Source: an optimization exercise on an open RTL-to-GDS flow (aim: small area, a short achievable clock period and few clock cycles per item). Production flows keep margins and buffers that such runs may drop. At most, simulation tests tie the RTL to the original design; equivalence was not proved.

==> job 4206: inputs <==
Design Exponential, start of the top module:
module Exponential(input clk, rst, start, input [15:0] x,
                   output done, output [1:0] intpart, output [15:0] fracpart);
==> module Exponential, before the edit <==
module Exponential(input clk, rst, start, input [15:0] x,
                   output done, output [1:0] intpart, output [15:0] fracpart);
  reg        busy;
  reg [3:0]  step;
  reg [7:0]  one, two, neg;    
  reg        one8;             
  reg [15:0] t;       
  reg [17:0] r;       
  reg        acc;     
  wire [31:0] p0, p1;
  mulb mul(.one(one), .two(two), .neg(neg), .one8(one8), .b(t), .s0(p0), .s1(p1));
  wire [15:0] p;
  wire        c16, c17, c18, c19;
  cpa32h cpa(.a(p0), .b(p1), .s(p), .c16(c16), .c17(c17), .c18(c18), .c19(c19));
  reg [15:0] q;
  always @(*) begin
    case (step)
      4'd0:    q = {1'b0, p[15:1]};
      4'd3:    q = {2'b0, p[15:2]};
      4'd10:   q = {3'b0, p[15:3]};
      default: q = p;
    endcase
  end
  wire q_term = (step == 4'd0) | (step == 4'd2) | (step == 4'd3) | (step == 4'd5) |
                (step == 4'd7) | (step == 4'd9) | (step == 4'd10);
  wire tz     = (t == 16'd0);    
  wire small3 = (t[15:3] == 13'd0);
  wire cz     = ((step == 4'd2) & small3 & (t[2:0] <= 3'd3)) |    
                ((step == 4'd5) & small3 & (t[2:0] <= 3'd5)) |    
                ((step == 4'd7) & small3 & (t[2:0] <= 3'd6)) |    
                ((step == 4'd9) & small3);                        
  wire fin    = tz | cz;         
  wire go     = start & done;
  reg [15:0] y_next;
  always @(*) begin
    case (step)
      4'd1:    y_next = 16'h5555;
      4'd4:    y_next = 16'h3333;
      4'd6:    y_next = 16'h2AAA;
      4'd8:    y_next = 16'h2492;
      default: y_next = x;
    endcase
  end
  wire [15:0] y = go ? x : y_next;
  wire [16:0] ym = {y, 1'b0};    
  wire [7:0]  one_n, two_n, neg_n;
  genvar j;
  generate
    for (j = 0; j < 8; j = j + 1) begin : enc
      assign one_n[j] = ym[2*j+1] ^ ym[2*j];
      assign two_n[j] = (ym[2*j+2] & ~ym[2*j+1] & ~ym[2*j]) | (~ym[2*j+2] & ym[2*j+1] & ym[2*j]);
      assign neg_n[j] = ym[2*j+2];
    end
  endgenerate
  assign {intpart, fracpart} = r;
  wire [17:0] rsum;
  radd ra(.r(r), .t(acc ? t : 16'd0), .s(rsum));
  assign done = ~busy | fin;
  wire [15:0] bw;       
  wire [15:0] xd;       
  assign bw[1] = 1'b1;
  assign xd[0] = x[0];
  generate
    for (j = 1; j < 16; j = j + 1) begin : dec
      assign xd[j] = x[j] ^ bw[j];
      if (j < 15) begin : b
        assign bw[j+1] = bw[j] & ~x[j];
      end
    end
  endgenerate
  assign bw[0] = 1'b0;
  wire [15:0] t0 = (bw[15] & ~x[15]) ? 16'd0 : xd;
  always @(posedge clk or posedge rst) begin
    if (rst)
      busy <= 1'b0;
    else if (go)
      busy <= 1'b1;
    else if (fin | (step == 4'd11))
      busy <= 1'b0;
  end
  always @(posedge clk) begin
    step <= go ? 4'd0 : step + 4'd1;
    one  <= one_n;
    two  <= two_n;
    neg  <= neg_n;
    one8 <= y[15];
    t    <= go ? t0 : q;
    acc  <= go | q_term;
    if (go)
      r <= 18'h0FFFF;
    else if (busy)
      r <= rsum;
  end
endmodule
clock: 9.0 ns
lec_check: 0
cap_margin: 20
core_margin: 2
core_utilization: 60
cts_buf_list: sky130_fd_sc_hd__clkbuf_4 sky130_fd_sc_hd__clkbuf_8
cts_cluster_size: 40
setup_slack_margin: 3
slew_margin: 20
run.sh (not shown) runs the stock make flow with config.mk's settings and CLKGATE_MAP_FILE= SYNTH_SCRIPT=/design/flow/synth_recipe.tcl, a recipe that flattens the netlist after the stock synthesis.
==> job 3936: changes against job 4206 <==
--- a/flow/design.v
+++ b/flow/design.v
@@ -745,10 +745,4 @@
                 (step == 4'd7) | (step == 4'd9) | (step == 4'd10);
   wire tz     = (t == 16'd0);    
-  wire small3 = (t[15:3] == 13'd0);
-  wire cz     = ((step == 4'd2) & small3 & (t[2:0] <= 3'd3)) |    
-                ((step == 4'd5) & small3 & (t[2:0] <= 3'd5)) |    
-                ((step == 4'd7) & small3 & (t[2:0] <= 3'd6)) |    
-                ((step == 4'd9) & small3);                        
-  wire fin    = tz | cz;         
   wire go     = start & done;
   reg [15:0] y_next;
@@ -776,5 +770,5 @@
   wire [17:0] rsum;
   radd ra(.r(r), .t(acc ? t : 16'd0), .s(rsum));
-  assign done = ~busy | fin;
+  assign done = ~busy | tz;
   wire [15:0] bw;       
   wire [15:0] xd;       
@@ -796,5 +790,5 @@
     else if (go)
       busy <= 1'b1;
-    else if (fin | (step == 4'd11))
+    else if (tz | (step == 4'd11))
       busy <= 1'b0;
   end
Settings changed: SETUP_SLACK_MARGIN 3 to 2.5.
==> qor summary <==
| item | job 4206 | job 3936 |
|---|---|---|
| Result of the run | timing/DRC/antenna clean | timing/DRC/antenna clean |
| Basic-gate share of the synthesized area counting and, or, nand and nor cells | 10.4% | 11.4% |
| Initial Util | 61.6% | 61.6% |
| Number of global-route vias before repair | 8314 | 8583 |
| Critical path startpoint | neg[2]$_DFF_P_ | t[9]$_DFF_P_ |
| Clk cell area share | 2.09% | 2.12% |
| Number of cell instances on the worst register-to-register path | 18 | 17 |
| Non-Clock Buffer Count | 73 | 58 |
| Slew at the pin closest to its max-slew limit | 0.872 ns | 1.15 ns |
| Setup crit end | t[7]$_DFF_P_ | t[4]$_DFF_P_ |
| Register area | 1340 µm² | 1290 µm² |
| Met2 Wirelength | 13.5 mm | 13.2 mm |
| Worst Path Max Fanout | 10 | 20 |
Testbench counts of job 4206, summed over its fixed seeds: cycles 3,338, items 384.
Testbench counts of job 3936, summed over its fixed seeds: cycles 3,484, items 384.

========
==> trial 96: inputs <==
Another version of the RTL of Exponential (not shown whole).
clock: 9.0 ns
lec_check: 0
cap_margin: 20
core_margin: 2
core_utilization: 60
setup_slack_margin: 3
slew_margin: 20
==> build 17: changes against trial 96 <==
--- a/flow/design.v
+++ b/flow/design.v
@@ -901,171 +901,45 @@
   assign s0[29] = w418;
   assign s1[29] = w419;
   assign s0[30] = w420;
   assign s1[30] = (a[15] & b[15]);
   assign s0[31] = 1'b0;
   assign s1[31] = 1'b0;
 endmodule
-module cpa32h(input [31:0] a, input [31:0] b, output [15:0] s,
-  output c16, output c17, output c18, output c19);
-  wire [31:0] g = a & b;
-  wire [31:0] p = a ^ b;
-  wire G1 = g[1] | (p[1] & g[0]);
-  wire G2 = g[3] | (p[3] & g[2]);
-  wire P2 = p[3] & p[2];
-  wire G3 = g[5] | (p[5] & g[4]);
-  wire P3 = p[5] & p[4];
-  wire G4 = g[7] | (p[7] & g[6]);
-  wire P4 = p[7] & p[6];
-  wire G5 = g[9] | (p[9] & g[8]);
-  wire P5 = p[9] & p[8];
-  wire G6 = g[11] | (p[11] & g[10]);
-  wire P6 = p[11] & p[10];
-  wire G7 = g[13] | (p[13] & g[12]);
-  wire P7 = p[13] & p[12];
-  wire G8 = g[15] | (p[15] & g[14]);
-  wire P8 = p[15] & p[14];
-  wire G9 = G2 | (P2 & G1);
-  wire G10 = G4 | (P4 & G3);
-  wire P10 = P4 & P3;
-  wire G11 = G6 | (P6 & G5);
-  wire P11 = P6 & P5;
-  wire G12 = G8 | (P8 & G7);
-  wire P12 = P8 & P7;
-  wire G13 = G10 | (P10 & G9);
-  wire G14 = G12 | (P12 & G11);
-  wire P14 = P12 & P11;
-  wire G15 = G14 | (P14 & G13);
-  assign c16 = G15;
-  wire G16 = g[17] | (p[17] & g[16]);
-  wire P16 = p[17] & p[16];
-  wire G17 = g[19] | (p[19] & g[18]);
-  wire P17 = p[19] & p[18];
-  wire G18 = g[21] | (p[21] & g[20]);
-  wire P18 = p[21] & p[20];
-  wire G19 = g[23] | (p[23] & g[22]);
-  wire P19 = p[23] & p[22];
-  wire G20 = g[25] | (p[25] & g[24]);
-  wire P20 = p[25] & p[24];
-  wire G21 = g[27] | (p[27] & g[26]);
-  wire P21 = p[27] & p[26];
-  wire G22 = g[29] | (p[29] & g[28]);
-  wire P22 = p[29] & p[28];
-  wire G23 = g[31] | (p[31] & g[30]);
-  wire P23 = p[31] & p[30];
-  wire G24 = g[18] | (p[18] & G16);
-  wire P24 = p[18] & P16;
-  wire G25 = G17 | (P17 & G16);
-  wire P25 = P17 & P16;
-  wire G26 = g[22] | (p[22] & G18);
-  wire P26 = p[22] & P18;
-  wire G27 = G19 | (P19 & G18);
-  wire P27 = P19 & P18;
-  wire G28 = g[26] | (p[26] & G20);
-  wire P28 = p[26] & P20;
-  wire G29 = G21 | (P21 & G20);
-  wire P29 = P21 & P20;
-  wire G30 = g[30] | (p[30] & G22);
-  wire P30 = p[30] & P22;
-  wire G31 = G23 | (P23 & G22);
-  wire P31 = P23 & P22;
-  wire G32 = g[20] | (p[20] & G25);
-  wire P32 = p[20] & P25;
-  wire G33 = G18 | (P18 & G25);
-  wire P33 = P18 & P25;
-  wire G34 = G26 | (P26 & G25);
-  wire P34 = P26 & P25;
-  wire G35 = G27 | (P27 & G25);
-  wire P35 = P27 & P25;
-  wire G36 = g[28] | (p[28] & G29);
-  wire P36 = p[28] & P29;
-  wire G37 = G22 | (P22 & G29);
-  wire P37 = P22 & P29;
-  wire G38 = G30 | (P30 & G29);
-  wire P38 = P30 & P29;
-  wire G39 = G31 | (P31 & G29);
-  wire P39 = P31 & P29;
-  wire G40 = g[24] | (p[24] & G35);
-  wire P40 = p[24] & P35;
-  wire G41 = G20 | (P20 & G35);
-  wire P41 = P20 & P35;
-  wire G42 = G28 | (P28 & G35);
-  wire P42 = P28 & P35;
-  wire G43 = G29 | (P29 & G35);
-  wire P43 = P29 & P35;
-  wire G44 = G36 | (P36 & G35);
-  wire P44 = P36 & P35;
-  wire G45 = G37 | (P37 & G35);
-  wire P45 = P37 & P35;
-  wire G46 = G38 | (P38 & G35);
-  wire P46 = P38 & P35;
-  wire G47 = G39 | (P39 & G35);
-  wire P47 = P39 & P35;
-  assign c17 = g[16] | (p[16] & c16);
-  assign c18 = G16 | (P16 & c16);
-  assign c19 = G24 | (P24 & c16);
-  wire c20 = G25 | (P25 & c16);
-  wire c21 = G32 | (P32 & c16);
-  wire c22 = G33 | (P33 & c16);
-  wire c23 = G34 | (P34 & c16);
-  wire c24 = G35 | (P35 & c16);
-  wire c25 = G40 | (P40 & c16);
-  wire c26 = G41 | (P41 & c16);
-  wire c27 = G42 | (P42 & c16);
-  wire c28 = G43 | (P43 & c16);
-  wire c29 = G44 | (P44 & c16);
-  wire c30 = G45 | (P45 & c16);
-  wire c31 = G46 | (P46 & c16);
-  wire c32 = G47 | (P47 & c16);
-  assign s[0] = p[16] ^ c16;
-  assign s[1] = p[17] ^ c17;
-  assign s[2] = p[18] ^ c18;
-  assign s[3] = p[19] ^ c19;
-  assign s[4] = p[20] ^ c20;
-  assign s[5] = p[21] ^ c21;
-  assign s[6] = p[22] ^ c22;
-  assign s[7] = p[23] ^ c23;
-  assign s[8] = p[24] ^ c24;
-  assign s[9] = p[25] ^ c25;
-  assign s[10] = p[26] ^ c26;
-  assign s[11] = p[27] ^ c27;
-  assign s[12] = p[28] ^ c28;
-  assign s[13] = p[29] ^ c29;
-  assign s[14] = p[30] ^ c30;
-  assign s[15] = p[31] ^ c31;
-endmodule
 module Exponential(input clk, rst, start, input [15:0] x,
                    output done, output [1:0] intpart, output [15:0] fracpart);
   reg        busy;
   reg [3:0]  step;
   reg [15:0] a;       
   reg [15:0] t;       
   reg [17:0] r;       
   reg        acc;     
   wire [31:0] p0, p1;
   mul16x16 mul(.a(a), .b(t), .c(1'b0), .s0(p0), .s1(p1));
-  wire [15:0] p;
-  wire        c16, c17, c18, c19;
-  cpa32h cpa(.a(p0), .b(p1), .s(p), .c16(c16), .c17(c17), .c18(c18), .c19(c19));
+  wire [31:0] p = p0 + p1;
+  wire [16:0] c16 = {1'b0, p0[15:0]} + {1'b0, p1[15:0]};
+  wire [17:0] c17 = {1'b0, p0[16:0]} + {1'b0, p1[16:0]};
+  wire [18:0] c18 = {1'b0, p0[17:0]} + {1'b0, p1[17:0]};
+  wire [19:0] c19 = {1'b0, p0[18:0]} + {1'b0, p1[18:0]};
   reg zero;
   always @(*) begin
     case (step)
-      4'd0:    zero = ~(|p0[31:17]) & ~(|p1[31:17]) & ~c17;
-      4'd3:    zero = ~(|p0[31:18]) & ~(|p1[31:18]) & ~c18;
-      4'd10:   zero = ~(|p0[31:19]) & ~(|p1[31:19]) & ~c19;
-      default: zero = ~(|p0[31:16]) & ~(|p1[31:16]) & ~c16;
+      4'd0:    zero = ~(|p0[31:17]) & ~(|p1[31:17]) & ~c17[17];
+      4'd3:    zero = ~(|p0[31:18]) & ~(|p1[31:18]) & ~c18[18];
+      4'd10:   zero = ~(|p0[31:19]) & ~(|p1[31:19]) & ~c19[19];
+      default: zero = ~(|p0[31:16]) & ~(|p1[31:16]) & ~c16[16];
     endcase
   end
   reg [15:0] q;
   always @(*) begin
     case (step)
-      4'd0:    q = {1'b0, p[15:1]};
-      4'd3:    q = {2'b0, p[15:2]};
-      4'd10:   q = {3'b0, p[15:3]};
-      default: q = p;
+      4'd0:    q = p[31:17];
+      4'd3:    q = p[31:18];
+      4'd10:   q = p[31:19];
+      default: q = p[31:16];
     endcase
   end
   wire q_term = (step == 4'd0) | (step == 4'd2) | (step == 4'd3) | (step == 4'd5) |
                 (step == 4'd7) | (step == 4'd9) | (step == 4'd10);
   wire last   = (step == 4'd11) | zero;
   reg [15:0] a_next;
   always @(*) begin
@@ -1076,27 +950,15 @@
       4'd8:    a_next = 16'h2492;
       default: a_next = x;
     endcase
   end
   assign {intpart, fracpart} = r;
   assign done = ~busy;
   wire        go = start & ~busy;
-  reg [15:0] t0;
-  reg        bw;
-  integer    i;
-  always @(*) begin
-    bw = 1'b1;
-    t0[0] = x[0];
-    for (i = 1; i < 16; i = i + 1) begin
-      t0[i] = x[i] ^ bw;
-      bw = bw & ~x[i];
-    end
-    if (bw)
-      t0 = 16'd0;
-  end
+  wire [15:0] t0 = (x > 16'd2) ? x - 16'd2 : 16'd0;
   always @(posedge clk or posedge rst) begin
     if (rst)
       busy <= 1'b0;
     else if (go)
       busy <= 1'b1;
     else if (last)
       busy <= 1'b0;
Settings changed: CORE_UTILIZATION 60 to 40, SETUP_SLACK_MARGIN 3 to 4.
==> notes.md <==
| metric | build 17 | trial 96 |
|---|---|---|
| Result of the run | timing/DRC/antenna clean | timing/DRC/antenna clean |
| Proportion of synthesized chip area in sequential cells | 10.4% | 10.5% |
| Flop-to-flop setup slack | 3060 ps | 3040 ps |
| Well-Tap Cells | 341 | 225 |
| Final WS setup | 3060 ps | 3040 ps |
| Pin slew with the least headroom to its limit | 927 ps | 728 ps |
| Buffers and inverters on the worst path | 7 | 4 |
| Resized Gates After CTS | 79 | 35 |
| Grt met3 use | 2.38% | 5.63% |
| Proportion of netlist area held by the largest area contributor | 35.9% | 36.7% |
| Detailed-route wire length per cell | 18.8 um | 19.0 um |
| Register share of the cell area | 9.39% | 9.93% |
| Vias in the first global route | 9366 | 8832 |
| Synth Area in Compound Gates | 10.9% | 10.7% |
| Vias per inst | 5.37 | 5.72 |
| DP Area | 0.0117 mm2 | 0.0112 mm2 |
| Required time reported for the critical path endpoint | 9220 ps | 9160 ps |
| DR WL met2 | 15100 um | 14500 um |
| Layout filler cell count | 2576 | 1445 |
| Cell Area, Synth | 0.0109 mm2 | 0.0107 mm2 |
| DPL Wire Length | 22600 um | 20700 um |
| Multi-input gate area | 0.00926 mm2 | 0.00872 mm2 |
Testbench counts of build 17, summed over its fixed seeds: cycles 3,484, items 384.
Function not checked in trial 96: the RTL went through the layout flow alone.

separate check: timing with driven ports:
Ports are ideal in the flow. The routed layouts listed here were re-timed in OpenROAD.
Step 1: set_driving_cell puts a clkbuf_16 on clk and a buf_2 on each other input, an assumption about the parent block.
Step 2 also shifts input and output timing later by t, the mid clock arrival at the registers, as if the neighbouring blocks saw the same clock.
Three values: ideal, step 1, step 2; two values: the first two.
run | t, ns | setup WS [ns] | worst setup path at the end | latest minus earliest clock arrival (ns) | pins driven straight from the clock port
job 4206 | 0.395 | 3.188 / 3.188 / 3.188 | register to register | 0.020 / 0.020 | 1
job 3936 | 0.378 | 2.845 / 2.845 / 2.845 | register to register | 0.014 / 0.014 | 1
trial 96 | 0.338 | 3.044 / 3.044 / 3.044 | register to register | 0.008 / 0.007 | 1
build 17 | 0.331 | 3.061 / 3.061 / 3.061 | register to register | 0.010 / 0.010 | 1
After both steps setup and hold are still met in every run listed.
